This is an optimization exercise on Yosys and OpenROAD, whose aim is small area, not a production implementation. Function was checked by simulation only, so behaviour that the tests miss may differ from the original. Power is estimated from default activity; no workload was simulated.

==> flow/design.v <==
`timescale 1 ns / 1 ns 
module find_index #(
    parameter SIZE = 4
) (
    input [SIZE-1:0] in,
    output [$clog2(SIZE):0] first0,
    output [$clog2(SIZE):0] second0
);
wire [$clog2(SIZE):0] temp [0:SIZE];
assign temp[0] = '1;
generate genvar i;
    for(i=0; i<SIZE; i=i+1) begin: gen_block1	
        assign temp[i+1] = in[i] ? temp[i] : i; 
    end
endgenerate
assign first0 = temp[SIZE];
assign second0 = (first0 > SIZE) ? '1 : temp[first0];
endmodule
`timescale 1 ns / 1 ns 
module ALU #(
			parameter SIZE = 16,
			parameter ALUOP_BITS = 3
			)
			(
			input [SIZE-1:0] in1,
			input [SIZE-1:0] in2,
			input [ALUOP_BITS-1:0] ALUOp,
			output [SIZE-1:0] out
			);
	localparam  ADD = 3'b000;
	localparam  SUB = 3'b001;
	localparam  AND = 3'b010;
	localparam  XOR = 3'b011;
	localparam  SRA = 3'b100;
	assign out = (ALUOp == ADD) ? (in1 + in2) : ((ALUOp == SUB) ? ((in1 > in2) ? (in1 - in2) : (in2 - in1)) : ((ALUOp == AND) ? (in1 & in2) : ((ALUOp == XOR) ? (in1 ^ in2) : ((ALUOp == SRA) ? (in1 >>> in2) : (in1)))));
endmodule
`timescale 1 ns / 1 ns 
module FU_ALU #(
			parameter SIZE = 16,
			parameter REG_NUM = 32,
			parameter ALUOP_BITS = 3,
			parameter ROB_ROWS = 16
			)
			(
			input clk,
			input rst,
			input [ALUOP_BITS-1:0] ALUOp,  
			input [$clog2(REG_NUM)-1:0] src_reg1,
			input [$clog2(REG_NUM)-1:0] src_reg2,
			input use_imm,
			input [SIZE-1:0] imm,
			input [$clog2(REG_NUM)-1:0] dest_reg1,
			input issue,
			output [0:0][$clog2(REG_NUM)-1:0] write_reg,  
			output [0:0][SIZE-1:0] write_data,
			output [1:0][$clog2(REG_NUM)-1:0] read_reg,
			input [1:0][SIZE-1:0] read_data,
			output RegWrite,  
			output reg Comp,
			input [$clog2(ROB_ROWS)-1:0] in_robn,  
			output [$clog2(ROB_ROWS)-1:0] out_robn,
			output is_sw
			);
	assign is_sw = 0;
	wire [SIZE-1:0] input2;
	ALU #(.SIZE(SIZE), .ALUOP_BITS(ALUOP_BITS)) ALU_1(.ALUOp(ALUOp), .in1(read_data[0]), .in2(input2), .out(write_data[0]));
	assign input2 = use_imm ? imm : read_data[1];
	assign write_reg[0] = dest_reg1;
	assign read_reg[0] = src_reg1;
	assign read_reg[1] = src_reg2;
	assign RegWrite = issue;
	assign out_robn = in_robn;
	always @ (posedge clk) begin
		if(rst) begin
			Comp <= 0;
		end
		else if(issue) begin
			Comp <= 1;
		end
		else begin
			Comp <= 0;
		end
	end
endmodule
`timescale 1 ns / 1 ns 
module FU_MEM #(
			parameter SIZE = 16,
			parameter REG_NUM = 32,
			parameter ALUOP_BITS = 3,
			parameter MEM_ROWS = 32,
			parameter ROB_ROWS = 16
			)
			(
			input clk,
			input rst,
			input [ALUOP_BITS-1:0] ALUOp,  
			input [$clog2(REG_NUM)-1:0] src_reg1,
			input [$clog2(REG_NUM)-1:0] src_reg2,
			input use_imm,
			input [SIZE-1:0] imm,
			input [$clog2(REG_NUM)-1:0] dest_reg1,
			input issue,
			output [0:0][$clog2(REG_NUM)-1:0] write_reg,  
			output [0:0][SIZE-1:0] write_data_reg,
			output [1:0][$clog2(REG_NUM)-1:0] read_reg,
			input [1:0][SIZE-1:0] read_data_reg,
			output reg RegWrite,
			output reg [0:0] EnWrite,  
			output [0:0][$clog2(MEM_ROWS)-1:0] write_addr,
			output [0:0][SIZE-1:0] write_data_mem,
			output [0:0][$clog2(MEM_ROWS)-1:0] read_addr,
			input [0:0][SIZE-1:0] read_data_mem,
			output reg Comp,
			input [$clog2(ROB_ROWS)-1:0] in_robn,  
			output [$clog2(ROB_ROWS)-1:0] out_robn,
			output reg is_sw
			);
	localparam  LW = 3'b101;
	localparam  SW = 3'b110;
	reg issue_d;
	wire [SIZE-1:0] mem_addr;
	assign out_robn = in_robn;
	assign mem_addr = read_data_reg[0] + imm;
	assign write_addr[0] = mem_addr[$clog2(MEM_ROWS)-1:0];
	assign read_addr[0] = mem_addr[$clog2(MEM_ROWS)-1:0];
	assign write_data_mem[0] = read_data_reg[1];
	assign write_data_reg[0] = read_data_mem[0];
	assign read_reg[0] = src_reg1;
	assign read_reg[1] = src_reg2;
	assign write_reg = dest_reg1;
	always @ (posedge clk) begin
		if(rst) begin
			is_sw <= 0;
			RegWrite <= 0;
			EnWrite <= 0;
			issue_d <= 0;
			Comp <= 0;
		end
		else begin
		issue_d <= issue;
		case (ALUOp)
			LW: begin
				is_sw <= 0;
				if(issue) begin
					RegWrite <= 1;
				end
				else begin
					RegWrite <= 0;
				end
				if(issue_d) begin
					EnWrite <= 0;
					Comp <= 1;
				end
				else begin
					EnWrite <= 0;
					Comp <= 0;
				end
			end
			SW: begin
				is_sw <= 1;
				if(issue) begin
					RegWrite <= 0;
					EnWrite <= 1;
					Comp <= 1;
				end
				else begin
					RegWrite <= 0;
					EnWrite <= 0;
					Comp <= 0;
				end
			end
			default: begin
				is_sw <= 1;
				if(issue) begin
					EnWrite <= 0;
					Comp <= 1;
				end
				else begin
					EnWrite <= 0;
					Comp <= 0;
				end
			end
		endcase
		end
	end
endmodule
`timescale 1 ns / 1 ns 
module Memory #(
			parameter IO_SIZE = 16,
			parameter INNER_SIZE = 8,
			parameter ROWS = 32,
			parameter READ_PORTS = 1,
			parameter WRITE_PORTS = 1
			)
			(
			input clk,
			input rst,
			input [WRITE_PORTS-1:0] EnWrite,
			input [WRITE_PORTS-1:0][$clog2(ROWS)-1:0] write_addr,
			input [WRITE_PORTS-1:0][IO_SIZE-1:0] write_data,
			input [READ_PORTS-1:0][$clog2(ROWS)-1:0] read_addr,
			output reg [READ_PORTS-1:0][IO_SIZE-1:0] read_data
			);
	reg [ROWS-1:0][IO_SIZE-1:0] mem;
	always @ (posedge clk) begin
		if(rst)
			mem <= '0;
		else if(EnWrite[0])
			mem[write_addr[0]] <= write_data[0];
	end
	genvar i;
	generate
		for (i = 0; i < READ_PORTS; i = i + 1) begin : gen_block2	
				always @ (posedge clk) begin
					if(!rst && EnWrite[0] && write_addr[0] == read_addr[i])
						read_data[i] <= write_data[0];
					else
						read_data[i] <= mem[read_addr[i]];
				end
		end
	endgenerate
endmodule
`timescale 1 ns / 1 ns 
module registers_wp3 #(
			parameter SIZE = 16,
			parameter REG_NUM = 32,
			parameter READ_PORTS = 2,
			parameter WRITE_PORTS = 3
			)
			(
			input clk,
			input rst,
			input [WRITE_PORTS-1:0] RegWrite,
			input [WRITE_PORTS-1:0][$clog2(REG_NUM)-1:0] write_reg,
			input [WRITE_PORTS-1:0][SIZE-1:0] write_data,
			input [READ_PORTS-1:0][$clog2(REG_NUM)-1:0] read_reg,
			output [READ_PORTS-1:0][SIZE-1:0] read_data
			);
	reg [REG_NUM-1:0][SIZE-1:0] regs;
	always @ (posedge clk) begin
		if(rst) begin
			regs <= '0;
		end
		else begin
			if(RegWrite[0]) regs[write_reg[0]] <= write_data[0];
			if(RegWrite[1]) regs[write_reg[1]] <= write_data[1];
			if(RegWrite[2]) regs[write_reg[2]] <= write_data[2];
		end
	end
	genvar i;
	generate
		for (i = 0; i < READ_PORTS; i = i + 1) begin : gen_block2	
			assign read_data[i] = regs[read_reg[i]];
		end
	endgenerate
endmodule
`timescale 1 ns / 1 ns 
module reg_station #(
			parameter SIZE = 16,
			parameter REG_NUM = 32,
			parameter ALUOP_BITS = 3,
			parameter INPUT_ROWS = 2,
			parameter STORED_ROWS = 16,
			parameter ROB_ROWS = 16,
			MEM_ROWS = 32,
			ALU_NUM = 3
			)
			(
			input clk,
			input rst,
			input [INPUT_ROWS-1:0][ALUOP_BITS-1:0] new_ALUOp,  
			input [INPUT_ROWS-1:0][$clog2(REG_NUM)-1:0] new_src_reg1,
			input [INPUT_ROWS-1:0][$clog2(REG_NUM)-1:0] new_src_reg2,
			input [INPUT_ROWS-1:0] new_use_imm,
			input [INPUT_ROWS-1:0][SIZE-1:0] new_imm,
			input [INPUT_ROWS-1:0][$clog2(REG_NUM)-1:0] new_dest_reg1,
			input [INPUT_ROWS-1:0] new_valid,
			input [INPUT_ROWS-1:0][$clog2(ROB_ROWS)-1:0] new_robn,  
			output [2:0] Comp,
			output [ALU_NUM-1:0][$clog2(REG_NUM)-1:0] write_reg,  
			output [ALU_NUM-1:0][SIZE-1:0] write_data,
			output [2*ALU_NUM-1:0][$clog2(REG_NUM)-1:0] read_reg,
			input [2*ALU_NUM-1:0][SIZE-1:0] read_data,
			output [ALU_NUM-1:0] RegWrite,
			output [ALU_NUM-1:0][$clog2(ROB_ROWS)-1:0] out_robn,  
			output [ALU_NUM-1:0] is_sw,
			output [0:0] EnWrite,  
			output [0:0][$clog2(MEM_ROWS)-1:0] write_addr,
			output [0:0][SIZE-1:0] write_data_mem,
			output [0:0][$clog2(MEM_ROWS)-1:0] read_addr,
			input [0:0][SIZE-1:0] read_data_mem
			);
			localparam  ADD = 3'b000;
			localparam  SUB = 3'b001;
			localparam  AND = 3'b010;
			localparam  XOR = 3'b011;
			localparam  SRA = 3'b100;
			localparam  LW = 3'b101;
			localparam  SW = 3'b110;
			 reg [ALU_NUM-1:0] fu_ready;
			 reg [ALU_NUM-1:0][ALUOP_BITS-1:0] ALUOp;  
			 reg [ALU_NUM-1:0][$clog2(REG_NUM)-1:0] src_reg1;
			 reg [ALU_NUM-1:0][$clog2(REG_NUM)-1:0] src_reg2;
			 reg [ALU_NUM-1:0] use_imm;
			 reg [ALU_NUM-1:0][SIZE-1:0] imm;
			 reg [ALU_NUM-1:0][$clog2(REG_NUM)-1:0] dest_reg1;
			 reg [ALU_NUM-1:0] issue;
			 reg [ALU_NUM-1:0][$clog2(ROB_ROWS)-1:0] fu_robn;
			 reg [STORED_ROWS-1:0] table_use;
			 reg [STORED_ROWS-1:0][ALUOP_BITS-1:0] table_OP;
			 reg [STORED_ROWS-1:0][$clog2(REG_NUM)-1:0] table_dest_reg1;
			 reg [STORED_ROWS-1:0][$clog2(REG_NUM)-1:0] table_src_reg1;
			 reg [STORED_ROWS-1:0][$clog2(REG_NUM)-1:0] table_src_reg2;
			 reg [STORED_ROWS-1:0] table_use_imm;
			 reg [STORED_ROWS-1:0][SIZE-1:0] table_imm;
			 reg [STORED_ROWS-1:0][1:0] table_fu;
			 reg [STORED_ROWS-1:0][$clog2(ROB_ROWS)-1:0] table_robn;
			 wire [ALU_NUM-1:0][STORED_ROWS-1:0] issue_cond_inv;  
			 reg [REG_NUM-1:0] regs_ready;
			 reg last_assigned_fu_alu;  
generate genvar i;
    for(i=0; i<STORED_ROWS; i=i+1) begin: gen_block1	
		  assign issue_cond_inv[0][i] = ~(table_use[i] && ((regs_ready[table_src_reg1[i]] && regs_ready[table_src_reg2[i]]) || (table_src_reg1[i] == table_dest_reg1[i])) && table_fu[i] == 0); 
		  assign issue_cond_inv[1][i] = ~(table_use[i] && ((regs_ready[table_src_reg1[i]] && regs_ready[table_src_reg2[i]]) || (table_src_reg1[i] == table_dest_reg1[i])) && table_fu[i] == 1); 
		  assign issue_cond_inv[2][i] = ~(table_use[i] && ((regs_ready[table_src_reg1[i]] && regs_ready[table_src_reg2[i]]) || (table_src_reg1[i] == table_dest_reg1[i])) && table_fu[i] == 2); 
	 end
endgenerate	 	
  FU_ALU FU_0(.clk(clk), .rst(rst), .ALUOp(ALUOp[0]), .src_reg1(src_reg1[0]), .src_reg2(src_reg2[0]), 
  .use_imm(use_imm[0]), .imm(imm[0]), .dest_reg1(dest_reg1[0]), .issue(issue[0]), 
  .write_reg(write_reg[0]), .write_data(write_data[0]), .read_reg(read_reg[1:0]), 
  .read_data(read_data[1:0]), .RegWrite(RegWrite[0]), .Comp(Comp[0]), .in_robn(fu_robn[0]), .out_robn(out_robn[0]), .is_sw(is_sw[0]));
   FU_ALU FU_1(.clk(clk), .rst(rst), .ALUOp(ALUOp[1]), .src_reg1(src_reg1[1]), .src_reg2(src_reg2[1]), 
  .use_imm(use_imm[1]), .imm(imm[1]), .dest_reg1(dest_reg1[1]), .issue(issue[1]), 
  .write_reg(write_reg[1]), .write_data(write_data[1]), .read_reg(read_reg[3:2]), 
  .read_data(read_data[3:2]), .RegWrite(RegWrite[1]), .Comp(Comp[1]), .in_robn(fu_robn[1]), .out_robn(out_robn[1]), .is_sw(is_sw[1]));
  FU_MEM FU_2(.clk(clk), .rst(rst), .ALUOp(ALUOp[2]), .src_reg1(src_reg1[2]), .src_reg2(src_reg2[2]),
  .use_imm(use_imm[2]), .imm(imm[2]), .dest_reg1(dest_reg1[2]), .issue(issue[2]), 
  .write_reg(write_reg[2]), .write_data_reg(write_data[2]), .read_reg(read_reg[5:4]),
  .read_data_reg(read_data[5:4]), .RegWrite(RegWrite[2]), .Comp(Comp[2]), .in_robn(fu_robn[2]), .out_robn(out_robn[2]), .is_sw(is_sw[2]),
  .write_addr(write_addr), .write_data_mem(write_data_mem), 
  .read_addr(read_addr), .read_data_mem(read_data_mem), .EnWrite(EnWrite));
  wire [1:0][$clog2(STORED_ROWS):0] free_spots;
  find_index #(.SIZE(STORED_ROWS)) find_index0(.in(table_use), .first0(free_spots[0]), .second0(free_spots[1]));
  wire [ALU_NUM-1:0][$clog2(STORED_ROWS):0] fu_ready_slot;
  reg [$clog2(REG_NUM)-1:0] delay_reg;
  reg delay_mark;
  generate genvar j;
    for(j=0; j<ALU_NUM; j=j+1) begin: gen_block2
			find_index #(.SIZE(STORED_ROWS)) find_index1(.in(issue_cond_inv[j]), .first0(fu_ready_slot[j]), .second0());
		end
	endgenerate
		always @ (posedge clk) begin
		if(rst) begin
			table_use <= 0;
			fu_ready <= 3'b111;
			table_fu <= 0;
			regs_ready <= '1;
			ALUOp <= 0;
			src_reg1 <= 0;
			src_reg2 <= 0;
			use_imm <= 0;
			imm <= 0;
			dest_reg1 <= 0;
			issue <= 0;
			last_assigned_fu_alu = 1;
			delay_reg = 0;
			delay_mark <= 0;
		end
		else begin
		for(integer g=0; g<2; g=g+1) begin
			if(new_valid[g] == 1'b1 && free_spots[g] != 31) begin 
				 table_use[free_spots[g]] <= 1;
				 table_OP[free_spots[g]] <= new_ALUOp[g];
				 table_dest_reg1[free_spots[g]] <= new_dest_reg1[g];
				 table_src_reg1[free_spots[g]] <= new_src_reg1[g];
				 table_src_reg2[free_spots[g]] <= new_src_reg2[g];
				 table_use_imm[free_spots[g]] <= new_use_imm[g];
				 table_imm[free_spots[g]] <= new_imm[g];
				 table_robn[free_spots[g]] <= new_robn[g];
				 regs_ready[new_dest_reg1[g]] <= 0;
				 regs_ready[0] <= 1;
				 if(new_ALUOp[g] == ADD || new_ALUOp[g] == SUB || new_ALUOp[g] == AND || new_ALUOp[g] == XOR || new_ALUOp[g] == SRA) begin
					if(last_assigned_fu_alu) table_fu[free_spots[g]] <= 1;
					else table_fu[free_spots[g]] <= 0;
					last_assigned_fu_alu = ~last_assigned_fu_alu;
				 end
				 else table_fu[free_spots[g]] <= 2;
			 end
		end
		if(delay_mark) begin
		  regs_ready[delay_reg] <= 1;
			delay_mark <= 0;
		end
		for(integer c=0; c<ALU_NUM; c=c+1) begin
				  if(fu_ready_slot[c] != 31 && fu_ready[c]) begin  
						table_use[fu_ready_slot[c]] <= 0;
						ALUOp[c] <= table_OP[fu_ready_slot[c]]; 
						src_reg1[c] <= table_src_reg1[fu_ready_slot[c]];
						src_reg2[c] <= table_src_reg2[fu_ready_slot[c]];
						use_imm[c] <= table_use_imm[fu_ready_slot[c]];
						imm[c] <= table_imm[fu_ready_slot[c]];
						dest_reg1[c] <= table_dest_reg1[fu_ready_slot[c]];
						fu_robn[c] <=  table_robn[fu_ready_slot[c]];
						regs_ready[table_dest_reg1[fu_ready_slot[c]]] <= 1;
				      if((table_OP[fu_ready_slot[c]] == LW) || (table_OP[fu_ready_slot[c]] == SW))begin
							fu_ready[c] <= 0;
							delay_reg = table_dest_reg1[fu_ready_slot[c]];
							delay_mark <= 1;
						end
						else begin
							regs_ready[table_dest_reg1[fu_ready_slot[c]]] <= 1;
						end
						issue[c] <= 1;
				  end
				  else begin
						issue[c] <= 0;
						fu_ready[c] <= 1;
				  end
	   end
		end
		end
endmodule
`timescale 1 ns / 1 ns 
module rob_module #(
			parameter SIZE = 16,
			parameter REG_NUM = 32,
			parameter READ_PORTS = 6,
			parameter WRITE_PORTS = 3,
			parameter ROB_ROWS = 16,
			parameter MEM_ROWS = 32,
			parameter PC_WIDTH = 10,
			parameter ROWS_TO_ADD = 2,
			ALU_NUM = 3,
			parameter ROWS_TO_RETIRE = 2
			)
			(
			input clk,
			input rst,
			input [WRITE_PORTS-1:0] RegWrite,  
			input [WRITE_PORTS-1:0][$clog2(REG_NUM)-1:0] write_reg,
			input [WRITE_PORTS-1:0][SIZE-1:0] write_data,
			input [READ_PORTS-1:0][$clog2(REG_NUM)-1:0] read_reg,
			output [READ_PORTS-1:0][SIZE-1:0] read_data,
			input [ALU_NUM-1:0][$clog2(ROB_ROWS)-1:0] station_robn,
			input [ALU_NUM-1:0] station_is_sw,
			input [ROWS_TO_ADD-1:0] add_valid,  
			output [ROWS_TO_ADD-1:0][$clog2(ROB_ROWS)-1:0] added_robn,
			input [0:0] EnWrite,  
			input [0:0][$clog2(MEM_ROWS)-1:0] write_addr,
			input [0:0][SIZE-1:0] write_data_mem,
			input [0:0][$clog2(MEM_ROWS)-1:0] read_addr,
			output [0:0][SIZE-1:0] read_data_mem
			);
			reg [ROB_ROWS-1:0] rob_valid;
			reg [ROB_ROWS-1:0] rob_complete;
			wire [ROB_ROWS-1:0] rob_retire_ready;
			reg [ROB_ROWS-1:0] rob_complete_d;
	wire [ROWS_TO_ADD-1:0][$clog2(ROB_ROWS):0] added_robn_full;
	find_index #(.SIZE(ROB_ROWS)) find_index0(.in(rob_valid), .first0(added_robn_full[0]), .second0(added_robn_full[1]));
	assign added_robn[0] = added_robn_full[0][$clog2(ROB_ROWS)-1:0];
	assign added_robn[1] = added_robn_full[1][$clog2(ROB_ROWS)-1:0];
	generate genvar ii;
	for(ii=0; ii<ROB_ROWS; ii=ii+1) begin: gen_block6
			assign rob_retire_ready[ii] = rob_valid[ii] && rob_complete[ii];
	end
	endgenerate
  wire [ROWS_TO_RETIRE-1:0][$clog2(ROB_ROWS):0] rob_retire_row;
  find_index #(.SIZE(ROB_ROWS)) find_index2(.in(rob_retire_ready), .first0(rob_retire_row[0]), .second0(rob_retire_row[1]));
  always @ (posedge clk) begin
		if(rst) begin
			rob_valid <= 0;
			rob_complete <= 0;
		end
		else begin
		rob_complete <= rob_complete_d;
		if(rob_retire_row[0] != 31) begin
			rob_valid[rob_retire_row[0]] <= 0;
			rob_complete[rob_retire_row[0]] <= 0;
		end
		for(integer g=0; g<2; g=g+1) begin
			if(add_valid[g] == 1'b1) begin 
				rob_valid[added_robn[g]] <= 1;
			end
		end
		end
  end
  always @ (posedge clk) begin
		if(rst) begin
			rob_complete_d <= 0;
		end
		else begin
		for(integer c=0; c<ALU_NUM; c=c+1) begin
			if(RegWrite[c]) begin
				rob_complete_d[station_robn[c]] <= 1;
			end
		end
		end
  end
  registers_wp3 #(.READ_PORTS(6)) regs_rob(.clk(clk), .rst(rst),
  .RegWrite(RegWrite), 
  .write_reg(write_reg), 
  .write_data(write_data), 
  .read_reg(read_reg), 
  .read_data(read_data));
  Memory mem(.EnWrite(EnWrite), .clk(clk), .rst(rst), .write_addr(write_addr), .write_data(write_data_mem),
  .read_addr(read_addr), .read_data(read_data_mem));
endmodule
`timescale 1 ns / 1 ns
module ooo_backend (
	input clk,
	input rst,
	input [1:0] new_valid,
	input [5:0] new_ALUOp,
	input [9:0] new_src_reg1,
	input [9:0] new_src_reg2,
	input [1:0] new_use_imm,
	input [31:0] new_imm,
	input [9:0] new_dest_reg1,
	output [7:0] new_robn,
	output [2:0] Comp,
	output [2:0] RegWrite,
	output [14:0] write_reg,
	output [47:0] write_data,
	output [11:0] out_robn,
	output [2:0] is_sw,
	output EnWrite,
	output [4:0] write_addr,
	output [15:0] write_data_mem
);
	wire [5:0][4:0] read_reg;
	wire [5:0][15:0] read_data;
	wire [0:0][4:0] read_addr;
	wire [0:0][15:0] read_data_mem;
	wire [1:0][3:0] robn;
	assign new_robn = robn;
	reg_station station1(.clk(clk), .rst(rst),
		.new_ALUOp(new_ALUOp),
		.new_src_reg1(new_src_reg1),
		.new_src_reg2(new_src_reg2),
		.new_use_imm(new_use_imm),
		.new_imm(new_imm),
		.new_dest_reg1(new_dest_reg1),
		.new_valid(new_valid),
		.new_robn(robn),
		.Comp(Comp),
		.RegWrite(RegWrite),
		.write_reg(write_reg),
		.write_data(write_data),
		.read_reg(read_reg),
		.read_data(read_data),
		.out_robn(out_robn),
		.is_sw(is_sw),
		.EnWrite(EnWrite),
		.write_addr(write_addr),
		.write_data_mem(write_data_mem),
		.read_addr(read_addr),
		.read_data_mem(read_data_mem)
	);
	rob_module rob1(.clk(clk), .rst(rst),
		.RegWrite(RegWrite),
		.write_reg(write_reg),
		.write_data(write_data),
		.read_reg(read_reg),
		.read_data(read_data),
		.station_robn(out_robn),
		.station_is_sw(is_sw),
		.add_valid(new_valid),
		.added_robn(robn),
		.EnWrite(EnWrite),
		.write_addr(write_addr),
		.write_data_mem(write_data_mem),
		.read_addr(read_addr),
		.read_data_mem(read_data_mem)
	);
endmodule
==> flow/run.sh <==
#!/bin/bash
# synth_recipe.tcl (not shown) runs the flow's synth.tcl, then flattens the netlist and writes it again
# the make line also repeats each setting of config.mk as NAME=value (left out here)
make -C /OpenROAD-flow-scripts/flow DESIGN_CONFIG=/design/flow/config.mk WORK_HOME=/design/flow/orfs CLKGATE_MAP_FILE= SYNTH_SCRIPT=/design/flow/synth_recipe.tcl finish
==> flow/config.mk <==
export PLATFORM = sky130hd
export DESIGN_NAME = ooo_backend
export DESIGN_NICKNAME = ooo_backend
export VERILOG_FILES = /design/flow/design.v
export SDC_FILE = /design/flow/constraint.sdc
export NUM_CORES = 4
export LEC_CHECK = 0
export CAP_MARGIN = 20
export CORE_MARGIN = 2
export CORE_UTILIZATION = 30
export PLACE_DENSITY = 0.5
export SLEW_MARGIN = 20
==> flow/constraint.sdc <==
create_clock -name core_clock -period 15.0 [get_ports {clk}]
set_input_delay 3.0000 -clock core_clock [delete_from_list [all_inputs] [get_ports {clk}]]
set_output_delay 3.0000 -clock core_clock [all_outputs]
set_load 0.01 [all_outputs]
==> notes.md <==
metal layers:
layer / share of wire, % / wire, um / track usage, %
met1: 36 / 334000 / 42.2
met2: 40 / 369000 / 47.7
met3: 15 / 141000 / 14.9
met4: 8.7 / 80400 / 24.3
met5: 0.10 / 960 / 1.38
kinds of logic after synthesis:
| family | share of synthesized area [%] |
|---|---|
| AND/OR/NAND/NOR | 17.2 |
| AO/OA/AOI/OAI | 22.1 |
| buffers and inverters | 5.80 |
| multiplexers | 23.1 |
| flip-flops | 29.3 |
| adder cells (fa/ha/maj) | 1.57 |
| XOR/XNOR | 0.866 |
| other | 0.00246 |
report_power, final:
part	total (W)	switching, W	leakage [nW]	internal (W)
Combinational	0.0156	0.0112	35.9	0.00438
Clock	0.00661	0.00277	4.23	0.00384
Sequential	0.00704	0.00105	16.6	0.00599
Total	0.0292	0.0150	56.7	0.0142
metrics by stage:
stage	power [W]	setup slack (ps)	instance area, um2
6_report	0.0292	789	170000
5_1_grt	0.0297	834	170000
4_1_cts	0.0284	1220	170000
3_5_place_dp	0.0218	2310	161000
3_3_place_gp	0.0219	2320	161000
2_1_floorplan	0.0151	2750	153000
final timing paths:
check | to
setup / recovery | write_data[9]
hold / removal | rob1.mem.mem[207]
setup reg to reg | station1.table_dest_reg1[65]
hold reg to reg | rob1.mem.mem[207]
layout by cell type, fill, tap and decap left out, types with 381 or more instances in the layout:
cell	instances
nand2_1	2415
nor2_1	1795
mux4_2	1243
dfxtp_1	1240
a21oi_1	701
a22oi_1	700
o21ai_0	653
edfxtp_1	636
o22ai_1	592
buf_4	585
mux2i_1	530
nand3_1	515
a211oi_1	381
final cells by class:
class / instances / area, um2 / area share, %
multi-input cells: 13149 / 100000 / 59.0
clock buffers: 341 / 7170 / 4.22
flip-flops and latches: 1917 / 44800 / 26.4
inverters: 298 / 1160 / 0.680
diodes: 64 / 160 / 0.0942
clock inverters: 109 / 1490 / 0.875
repair buffers: 786 / 6550 / 3.85
well taps: 6706 / 8390 / 4.94
worst reg2reg max path, delay by kind of cell (launching register included):
kind                       cells  cell delay [ps]
and+or+nand+nor                7             3440
AOI/OAI and AO/OA             11             2130
buffers and inverters          8             3530
DFF                            1              730
adders and majority gates      2              910
==> impl_metrics.json <==
{
  "hpwl_um": 607000,
  "cts_sinks": 1917,
  "grt_overflow_total": 0,
  "cp_top_family": "compound AO/OA/AOI/OAI gates",
  "synth_cell_types": 131,
  "gp_congestion": 1.03,
  "crit_type": "flop to output pin",
  "synth_area_leaders": "mux4_2 (18%), dfxtp_1 (17%), edfxtp_1 (13%), nand2_1 (6.0%), nor2_1 (4.6%)",
  "synth_top_area_share_pct": 18.4,
  "fin_tns_setup_ps": 0,
  "r2r_cells": 28,
  "antenna_found_initial": 101,
  "ys_seq_area_share_pct": 29.3,
  "post_cts_resized": 0,
  "clock_skew_ps": 105,
  "cp.arrival_ps": 11210,
  "numCtsBuffers": 244,
  "die_w_um": 717,
  "yosys_warnings": 7,
  "critPathCaptureType": "output pin",
  "ios": 188,
  "clk_pin_slew_ps": 60,
  "async_flop_share_pct": 0,
  "nets": 16657,
  "maxSlewHeadroom_pct": 8.49,
  "dp.cells": 22850,
  "synth_ff_type": "dfxtp_1",
  "synth_edf_count": 636,
  "p_leak_nw": 56.7,
  "core_um2": 506000,
  "cp_num_cells": 23,
  "cp_num_buf_inv": 4,
  "period_share_pct": 94.7,
  "slowest_delay_ps": 940,
  "startpoint_type": "flop",
  "grt_pass1_wl_um": 1250000,
  "whs_ps": 461,
  "drt_iter0_drc": 28286,
  "synth_largest_area_cell": "mux4_2",
  "postCtsSetupBuffers": 0,
  "insertion_delay_ps": 1050,
  "cap_violations": 0,
  "die_area_um2": 514000,
  "rsz0062_at_grt": "no",
  "wl_per_cell_um": 39.6,
  "drc_errors": 0,
  "critPathLaunch": "station1.src_reg2[0]",
  "worstPathCellList": "buf_4 -> mux4_2 -> mux4_2 -> mux2i_1 -> nor2_1 -> a21oi_1 -> buf_4 -> ha_1 -> o21ai_0 -> a21boi_0 -> o21a_1 -> o21a_1 -> o21ai_0 -> a21oi_1 -> o21a_1 -> o21ai_1 -> mux2_2 -> a221oi_1 -> o21ai_0 -> a41oi_2 -> buf_4 -> nand2_1 -> clkdlybuf4s50_1",
  "drv_slew": 0,
  "cts_tree": "yes",
  "areaGrowthSynthToFinish_pct": 11.5,
  "drt.antenna.violating_nets": 0,
  "vias": 161928,
  "setup_violations": 0,
  "run_status": "no timing/DRC/antenna violations",
  "post_layout_nonfiller_instances": 23370,
  "post-route-util_pct": 33.6,
  "r2r_slack_ps": 3900,
  "syn_avg_cell_area_um2": 8.81,
  "netlist_instances": 17304,
  "cts_max_level": 4,
  "dr.pass1.iters": 7,
  "power_density_nw_per_um2": 172,
  "n_fill_cell": 51817,
  "drt_wl_total_um": 926000,
  "synthTopCellsByCount": "nand2_1 (2445), nor2_1 (1858), clkbuf_1 (1556)",
  "hold_path_depth": 2,
  "syn-cell-area_um2": 152000,
  "hold_start": "rob1.mem.mem[207]",
  "cts_hold_buf": 0,
  "hold_viol_final": 0,
  "layout-drive-gt1-share_pct": 16.9,
  "period_needed_ps": 14210,
  "critical_path.max_fanout": 38,
  "cts_buffer_depth": 4,
  "crit_required_ps": 12000,
  "viasPerCell": 6.93,
  "timing.rr.start": "station1.table_use[1]",
  "vdd_drop_max_mv": 0.251,
  "synth-seq-cells": 1917,
  "grt_usage_pct": 34.4,
  "rows": 261,
  "cp_slowest_cell": "mux2i_1",
  "grt_max_degree": 180,
  "worstMarginPinSlew_ps": 1370,
  "die_h_um": 717,
  "synth_most_common_cell": "nand2_1",
  "initial_core_util_pct": 30.1,
  "grt_pass1_vias": 146801,
  "io_buffers": 185,
  "hold_path_class": "flop to flop",
  "fmax_mhz": 70.4,
  "clockRootBuffer": "clkbuf_16"
}

-- separate check: timing with driven ports --
In the flow no input, the clock included, has a driving cell. The finished layout below was timed again as built, in two steps. Step 1, drivers: a clkbuf_16 drives clk and a buf_2 each remaining input, both assumed. Step 2 moves the port delays by t, midway between the first and last clock arrival at a register: inputs arrive t later, outputs are due t later. That takes back most of the time a late clock gives input paths. Slacks: ideal / step 1 / step 2; pairs: ideal / step 1.
t (ns): 1.122
setup WS [ns]: 0.789 / 0.662 / 1.783
latest minus earliest clock arrival (ns): 0.107 / 0.107
After both steps this run still meets setup and hold. The setup slack of this run moves by -0.127 ns with the drivers and by +0.994 ns with both steps.
